Context: an optimization exercise on an open-source flow, tuned for small area and a short achievable clock period. The choices shown serve that exercise and are no tape-out recipe. RTL that was checked went through simulation tests only; none was proved equivalent to the original. Power is estimated from default activity; no workload was simulated.

==> flow/design.v <==
module float_adder(
    input   clk,
    input   rst,
    input   [31:0]  x,
    input   [31:0]  y,
    output  [31:0]  z,
    output  [1:0]   overflow  
);
    reg [2:0] cnt;
    always @(posedge clk or negedge rst) begin
        if (!rst)
            cnt <= 3'd0;
        else if (cnt != 3'd7)
            cnt <= cnt + 3'd1;
    end
    wire [8:0] d = {1'b0, x[30:23]} - {1'b0, y[30:23]};
    wire x_gt = x[30:0] > y[30:0];       
    wire zx = (x[30:0] == 31'd0);
    wire zy = (y[30:0] == 31'd0);
    wire neg = d[8];                     
    wire far = neg ? (d[7:5] != 3'b111) : (d[7:5] != 3'b000);
    reg [31:0] xr, yr;
    reg [4:0]  i_sh;
    reg        i_neg, i_far;
    reg        i_xb, i_hx, i_hy;
    always @(posedge clk) begin
        i_sh  <= d[4:0] ^ {5{neg}};
        i_neg <= neg;
        i_far <= far;
        i_hx <= ~zx;             
        i_hy <= ~zy | zx;        
        xr   <= x;
        yr   <= y;
        i_xb <= x_gt;
    end
    wire [7:0] ex = xr[30:23], ey = yr[30:23];
    wire [22:0] mx = xr[22:0], my = yr[22:0];
    wire sx = xr[31], sy = yr[31];
    wire sub = sx ^ sy;
    wire hx = i_hx, hy = i_hy;
    wire sel_y  = i_xb & ~i_far;
    wire sel_x1 = ~i_xb & i_neg & ~i_far;
    wire sel_x0 = ~i_xb & ~i_neg;
    wire [23:0] s_sml = ({24{sel_y}}  & {hy, my}) |
                        ({24{sel_x1}} & {1'b0, hx, mx[22:1]}) |
                        ({24{sel_x0}} & {hx, mx});
    wire [23:0] s_al  = s_sml >> i_sh;
    wire [22:0] m_big = i_xb ? mx : my;         
    wire [7:0]  e_big = i_xb ? ex : ey;
    wire ex1 = (ex == 8'd255), ey1 = (ey == 8'd255);
    wire nan  = (ex1 && (mx != 23'd0)) || (ey1 && (my != 23'd0));
    wire spec = ex1 || ey1;
    wire ones = nan || (ex1 && ey1 && sub);
    wire sgn = spec ? (sx | nan) : (i_xb ? sx : sy);
    reg [22:0] a_big;
    reg [23:0] a_sml;
    reg [7:0]  a_e;
    reg a_sgn, a_sub, a_spec, a_ones;
    always @(posedge clk) begin
        a_big  <= m_big;
        a_sml  <= s_al ^ {24{sub}};
        a_e    <= e_big;
        a_sgn  <= sgn;
        a_sub  <= sub;
        a_spec <= spec;
        a_ones <= ones;
    end
    wire [25:0] s_res = {2'b01, a_big, 1'b1} + {a_sub, a_sml, a_sub};
    wire [24:0] sum = {s_res[25] & ~a_sub, s_res[24:1]};
    reg [24:0] m_sum;
    reg [7:0]  m_ep1;        
    reg m_sgn, m_spec, m_ones;
    always @(posedge clk) begin
        m_sum  <= sum;
        m_ep1  <= a_e + 8'd1;
        m_sgn  <= a_sgn;
        m_spec <= a_spec;
        m_ones <= a_ones;
    end
    wire e0 = (m_ep1 == 8'd1);
    wire [24:0] lzin = {m_sum[24], m_sum[23] | e0, m_sum[22:0]};
    reg [4:0] k;
    integer i;
    always @(*) begin
        k = 5'd0;
        for (i = 0; i < 25; i = i + 1)
            if (lzin[i]) k = 5'd24 - i[4:0];
    end
    wire [23:0] crs  = m_sum[23:0] << {k[4:3], 3'b000};
    wire zero = (m_sum == 25'd0);
    wire ovf  = m_sum[24] && (m_ep1 == 8'd255);
    reg [23:0] n_m;
    reg [4:0]  n_k;
    reg [7:0]  n_ep1;
    reg        n_ones, n_clr, n_e255, n_e0;
        always @(posedge clk) begin
        n_m    <= crs;
        n_k    <= k;
        n_ep1  <= m_ep1;
        n_ones <= m_spec & m_ones;
        n_clr  <= m_spec | ovf;
        n_e255 <= m_spec | ovf;
        n_e0   <= zero & ~m_spec;
    end
    reg        z_s;
    reg [1:0]  z_ov;
    always @(posedge clk) begin
        if (cnt == 3'd3) begin
            z_s    <= (zero & ~m_spec) ? 1'b0 : m_sgn;
            z_ov   <= m_spec ? 2'b11 : {1'b0, ovf};
        end
    end
    wire [23:0] fin = n_m << n_k[2:0];
    reg [22:0] z_m;
    reg [7:0]  z_e;
    always @(posedge clk) begin
        if (cnt == 3'd4) begin
        z_m <= n_ones ? {23{1'b1}} : (n_clr ? 23'd0 : fin[23:1]);
        z_e <= n_e255 ? 8'd255 : (n_e0 ? 8'd0 : n_ep1 - {3'd0, n_k});
        end
    end
    assign z = {z_s, z_e, z_m};
    assign overflow = z_ov;
endmodule
clock: 5.0 ns
lec_check: 0
abc_area: 1
cap_margin: 20
core_margin: 2
core_utilization: 50
cts_buf_list: sky130_fd_sc_hd__clkbuf_8
cts_cluster_size: 40
setup_slack_margin: 2.8
slew_margin: 20
standard.sh (not shown) runs the stock make flow with config.mk's settings and CLKGATE_MAP_FILE= SYNTH_SCRIPT=/design/flow/synth_recipe.tcl, a recipe that flattens the netlist after the stock synthesis.
==> flow/flow/run.sh <==
#!/bin/bash
# Standard layout, with the port buffers made from a plain buffer cell.
set -euo pipefail
export BUFFER_PORTS_ARGS="-buffer_cell sky130_fd_sc_hd__buf_2"
bash standard.sh > standard.log 2>&1
The first run ran to the end with no violations.
Rerun with:
--- a/flow/design.v
+++ b/flow/design.v
@@ -17,34 +17,27 @@
     wire x_gt = x[30:0] > y[30:0];       
     wire zx = (x[30:0] == 31'd0);
     wire zy = (y[30:0] == 31'd0);
-    wire neg = d[8];                     
-    wire far = neg ? (d[7:5] != 3'b111) : (d[7:5] != 3'b000);
     reg [31:0] xr, yr;
-    reg [4:0]  i_sh;
-    reg        i_neg, i_far;
+    reg [8:0]  i_d;
     reg        i_xb, i_hx, i_hy;
     always @(posedge clk) begin
-        i_sh  <= d[4:0] ^ {5{neg}};
-        i_neg <= neg;
-        i_far <= far;
         i_hx <= ~zx;             
         i_hy <= ~zy | zx;        
         xr   <= x;
         yr   <= y;
+        i_d  <= d;
         i_xb <= x_gt;
     end
     wire [7:0] ex = xr[30:23], ey = yr[30:23];
     wire [22:0] mx = xr[22:0], my = yr[22:0];
     wire sx = xr[31], sy = yr[31];
     wire sub = sx ^ sy;
+    wire neg = i_d[8];                   
     wire hx = i_hx, hy = i_hy;
-    wire sel_y  = i_xb & ~i_far;
-    wire sel_x1 = ~i_xb & i_neg & ~i_far;
-    wire sel_x0 = ~i_xb & ~i_neg;
-    wire [23:0] s_sml = ({24{sel_y}}  & {hy, my}) |
-                        ({24{sel_x1}} & {1'b0, hx, mx[22:1]}) |
-                        ({24{sel_x0}} & {hx, mx});
-    wire [23:0] s_al  = s_sml >> i_sh;
+    wire [23:0] s_sml = i_xb ? {hy, my} : (neg ? {1'b0, hx, mx[22:1]} : {hx, mx});
+    wire [4:0]  sh    = i_d[4:0] ^ {5{neg}};
+    wire        far   = neg ? (i_d[7:5] != 3'b111) : (i_d[7:5] != 3'b000);
+    wire [23:0] s_al  = far ? 24'd0 : (s_sml >> sh);
     wire [22:0] m_big = i_xb ? mx : my;         
     wire [7:0]  e_big = i_xb ? ex : ey;
     wire ex1 = (ex == 8'd255), ey1 = (ey == 8'd255);
Utilization rises by 1.0 points.
Total power falls by a few percent.
Clock power falls by roughly a tenth.
First-iteration DRC count falls by a few percent.
Via count rises by a few percent.
Sequential share of layout area falls by 0.24 points.
Non-clock buffer count rises by 34.
Clock skew is about the same.
Cell area rises slightly.
Combinational power falls slightly.
Final cell count rises by a few percent.
Only the layout flow was run in the first run of this note; the RTL was not checked for function there.

========
Setup of before:
Another version of the RTL of float_adder (not shown whole).
Size in the first run: about 1,400 cells after synthesis.
==> module float_adder, before the edit <==
module float_adder(
    input   clk,
    input   rst,
    input   [31:0]  x,
    input   [31:0]  y,
    output  [31:0]  z,
    output  [1:0]   overflow  
);
    reg [2:0] cnt;
    always @(posedge clk or negedge rst) begin
        if (!rst)
            cnt <= 3'd0;
        else if (cnt != 3'd7)
            cnt <= cnt + 3'd1;
    end
    wire [8:0] d = {1'b0, x[30:23]} - {1'b0, y[30:23]};
    reg [31:0] cg, ce;
    integer cl, cj;
    always @(*) begin
        cg = {1'b0, x[30:0] & ~y[30:0]};
        ce = {1'b1, ~(x[30:0] ^ y[30:0])};
        for (cl = 0; cl < 5; cl = cl + 1)
            for (cj = 0; cj < 32; cj = cj + (2 << cl)) begin
                cg[cj] = cg[cj + (1 << cl)] | (ce[cj + (1 << cl)] & cg[cj]);
                ce[cj] = ce[cj + (1 << cl)] & ce[cj];
            end
    end
    wire x_gt = cg[0];
    wire zx = (x[30:0] == 31'd0);
    wire zy = (y[30:0] == 31'd0);
    reg [31:0] xr, yr;
    reg [7:5]  i_d;
    reg [4:0]  i_sh;
    reg        i_neg;
    reg        i_xb, i_hx, i_hy;
    always @(posedge clk) begin
        i_hx <= ~zx;             
        i_hy <= ~zy | zx;        
        xr   <= x;
        yr   <= y;
        i_d   <= d[7:5];
        i_sh  <= d[4:0] ^ {5{d[8]}};
        i_neg <= d[8];
        i_xb <= x_gt;
    end
    wire [7:0] ex = xr[30:23], ey = yr[30:23];
    wire [22:0] mx = xr[22:0], my = yr[22:0];
    wire sx = xr[31], sy = yr[31];
    wire sub = sx ^ sy;
    wire neg = i_neg;                    
    wire hx = i_hx, hy = i_hy;
    wire [23:0] s_sml = i_xb ? {hy, my} : (neg ? {1'b0, hx, mx[22:1]} : {hx, mx});
    wire [4:0]  sh    = i_sh;
    wire        far   = neg ? (i_d[7:5] != 3'b111) : (i_d[7:5] != 3'b000);
    wire [23:0] s_al  = far ? 24'd0 : (s_sml >> sh);
    wire [22:0] m_big = i_xb ? mx : my;         
    wire [7:0]  e_big = i_xb ? ex : ey;
    wire ex1 = (ex == 8'd255), ey1 = (ey == 8'd255);
    wire nan  = (ex1 && (mx != 23'd0)) || (ey1 && (my != 23'd0));
    wire spec = ex1 || ey1;
    wire ones = nan || (ex1 && ey1 && sub);
    wire sgn = spec ? (sx | nan) : (i_xb ? sx : sy);
    reg [22:0] a_big;
    reg [23:0] a_sml;
    reg [7:0]  a_e;
    reg a_sgn, a_sub, a_spec, a_ones;
    always @(posedge clk) begin
        a_big  <= m_big;
        a_sml  <= s_al ^ {24{sub}};
        a_e    <= e_big;
        a_sgn  <= sgn;
        a_sub  <= sub;
        a_spec <= spec;
        a_ones <= ones;
    end
    wire [23:0] pa = {1'b1, a_big};
    wire [24:0] g0 = {pa & a_sml, a_sub};
    wire [24:0] p0 = {pa ^ a_sml, 1'b0};
    reg  [24:0] gg, pp;
    integer l, j;
    always @(*) begin
        gg = g0;
        pp = p0;
        for (l = 0; l < 5; l = l + 1)
            for (j = 0; j < 25; j = j + 1)
                if (j[l]) begin
                    gg[j] = gg[j] | (pp[j] & gg[((j >> l) << l) - 1]);
                    pp[j] = pp[j] & pp[((j >> l) << l) - 1];
                end
    end
    wire [24:0] sum = {gg[24] & ~a_sub, p0[24:1] ^ gg[23:0]};
    reg [24:0] m_sum;
    reg [7:0]  m_ep1;        
    reg m_sgn, m_spec, m_ones;
    always @(posedge clk) begin
        m_sum  <= sum;
        m_ep1  <= a_e + 8'd1;
        m_sgn  <= a_sgn;
        m_spec <= a_spec;
        m_ones <= a_ones;
    end
    wire e0 = (m_ep1 == 8'd1);
    wire [24:0] lzin = {m_sum[24], m_sum[23] | e0, m_sum[22:0]};
    reg [4:0] k;
    integer i;
    always @(*) begin
        k = 5'd0;
        for (i = 0; i < 25; i = i + 1)
            if (lzin[i]) k = 5'd24 - i[4:0];
    end
    wire [23:0] crs  = m_sum[23:0] << {k[4:3], 3'b000};
    wire zero = (m_sum == 25'd0);
    wire ovf  = m_sum[24] && (m_ep1 == 8'd255);
    reg [23:0] n_m;
    reg [4:0]  n_k;
    reg [7:0]  n_ep1;
    reg        n_ones, n_clr, n_e255, n_e0;
        always @(posedge clk) begin
        n_m    <= crs;
        n_k    <= k;
        n_ep1  <= m_ep1;
        n_ones <= m_spec & m_ones;
        n_clr  <= m_spec | ovf;
        n_e255 <= m_spec | ovf;
        n_e0   <= zero & ~m_spec;
    end
    reg        z_s;
    reg [1:0]  z_ov;
    always @(posedge clk) begin
        if (cnt == 3'd3) begin
            z_s    <= (zero & ~m_spec) ? 1'b0 : m_sgn;
            z_ov   <= m_spec ? 2'b11 : {1'b0, ovf};
        end
    end
    wire [23:0] fin = n_m << n_k[2:0];
    reg [22:0] z_m;
    reg [7:0]  z_e;
    always @(posedge clk) begin
        if (cnt == 3'd4) begin
        z_m <= n_ones ? {23{1'b1}} : (n_clr ? 23'd0 : fin[23:1]);
        z_e <= n_e255 ? 8'd255 : (n_e0 ? 8'd0 : n_ep1 - {3'd0, n_k});
        end
    end
    assign z = {z_s, z_e, z_m};
    assign overflow = z_ov;
endmodule
clock: 5.0 ns
lec_check: 0
abc_area: 1
cap_margin: 10
core_margin: 2
core_utilization: 62
setup_slack_margin: 2.6
slew_margin: 10
==> flow/flow/run.sh <==
#!/bin/bash
# Standard layout (standard.sh), with port buffers made from a plain buffer
# cell and clock tree synthesis without dummy loads.
set -euo pipefail
export BUFFER_PORTS_ARGS="-buffer_cell sky130_fd_sc_hd__buf_1"
export CTS_ARGS="-sink_clustering_enable -repair_clock_nets -dont_use_dummy_load -buf_list sky130_fd_sc_hd__clkbuf_16 -sink_clustering_size 24 -sink_clustering_max_diameter 120"
bash standard.sh > standard.log 2>&1
--- input diff before..after ---
-- flow/design.v --
<<< before, line 15
    end
    wire [8:0] d = {1'b0, x[30:23]} - {1'b0, y[30:23]};
    reg [31:0] cg, ce;
    integer cl, cj;
    always @(*) begin
        cg = {1'b0, x[30:0] & ~y[30:0]};
        ce = {1'b1, ~(x[30:0] ^ y[30:0])};
        for (cl = 0; cl < 5; cl = cl + 1)
            for (cj = 0; cj < 32; cj = cj + (2 << cl)) begin
                cg[cj] = cg[cj + (1 << cl)] | (ce[cj + (1 << cl)] & cg[cj]);
                ce[cj] = ce[cj + (1 << cl)] & ce[cj];
            end
    end
    wire x_gt = cg[0];
    wire zx = (x[30:0] == 31'd0);
    wire zy = (y[30:0] == 31'd0);
    reg [31:0] xr, yr;
    reg [7:5]  i_d;
    reg [4:0]  i_sh;
    reg        i_neg;
    reg        i_xb, i_hx, i_hy;
    always @(posedge clk) begin
>>> after, line 15
    end
    wire [8:0] d = {1'b0, x[30:23]} - {1'b0, y[30:23]};
    wire x_gt = x[30:0] > y[30:0];       
    wire zx = (x[30:0] == 31'd0);
    wire zy = (y[30:0] == 31'd0);
    reg [31:0] xr, yr;
    reg [8:0]  i_d;
    reg        i_xb, i_hx, i_hy;
    always @(posedge clk) begin
<<< before, line 39
        xr   <= x;
        yr   <= y;
        i_d   <= d[7:5];
        i_sh  <= d[4:0] ^ {5{d[8]}};
        i_neg <= d[8];
        i_xb <= x_gt;
    end
>>> after, line 26
        xr   <= x;
        yr   <= y;
        i_d  <= d;
        i_xb <= x_gt;
    end
<<< before, line 48
    wire sx = xr[31], sy = yr[31];
    wire sub = sx ^ sy;
    wire neg = i_neg;                    
    wire hx = i_hx, hy = i_hy;
    wire [23:0] s_sml = i_xb ? {hy, my} : (neg ? {1'b0, hx, mx[22:1]} : {hx, mx});
    wire [4:0]  sh    = i_sh;
    wire        far   = neg ? (i_d[7:5] != 3'b111) : (i_d[7:5] != 3'b000);
    wire [23:0] s_al  = far ? 24'd0 : (s_sml >> sh);
>>> after, line 33
    wire sx = xr[31], sy = yr[31];
    wire sub = sx ^ sy;
    wire neg = i_d[8];                   
    wire hx = i_hx, hy = i_hy;
    wire [23:0] s_sml = i_xb ? {hy, my} : (neg ? {1'b0, hx, mx[22:1]} : {hx, mx});
    wire [4:0]  sh    = i_d[4:0] ^ {5{neg}};
    wire        far   = neg ? (i_d[7:5] != 3'b111) : (i_d[7:5] != 3'b000);
    wire [23:0] s_al  = far ? 24'd0 : (s_sml >> sh);
## What came out
- Cmp after and before / final period demand of the worst path / higher: before
- When after is set beside before, its post-route fraction of the period consumed by the critical path turns out to be 2.5 points smaller.
- after vs. before: clock share of power has decreased, area of all placed cells without fillers has remained practically unchanged, routed wire length has increased.
- Measured slew at the worst slew-check pin on after is up relative to before.
- after: total via count in the routed design is about 1.5% higher than what before reported.
- Diff before -> after: number of instances resized during post-cts repair decreased 7, total global-route track usage increased 0.53 points, number of nets produced by synthesis increased 11.
- Looking at delay of the slowest cell on the worst path, after sits 200 ps above before.
- after vs. before: register bit total from synthesis comparable; power now larger; sequential cell area fraction in the yosys report now smaller.
Function was not checked in any run of this note: the RTL went through the layout flow alone.

==> re-timing with driven ports <==
The results above use ideal ports. As a check the final layouts listed here were re-extracted and re-timed, cells and wires unchanged. Step 1, drivers: a clkbuf_16 drives clk and a buf_2 each remaining input, both assumed. Step 2 moves the port delays by t, midway between the first and last clock arrival at a register: inputs arrive t later, outputs are due t later. That takes back most of the time a late clock gives input paths. Slacks: ideal ports / drivers / drivers and shift; pairs: ideal ports / drivers.
| run | t, ns | setup WS [ns] | worst setup path at the end | slew at the worst register clock pin (ns) | cell pins on the clock port's net |
|---|---|---|---|---|---|
| the first run of note 1 | 0.601 | 2.650 / 2.653 / 2.052 | input to register | 0.06 / 0.06 | 1 |
| the second run of note 1 | 0.565 | 2.757 / 2.757 / 2.286 | input to register | 0.07 / 0.07 | 1 |
| before | 0.508 | 2.603 / 2.603 / 2.254 | input to register | 0.10 / 0.10 | 1 |
| after | 0.502 | 2.730 / 2.730 / 2.252 | input to register | 0.10 / 0.10 | 1 |
After both steps every run listed still meets setup and hold. The setup slack of the first run of note 1, which loses most, moves by +0.003 ns with the drivers and by -0.598 ns with both steps.
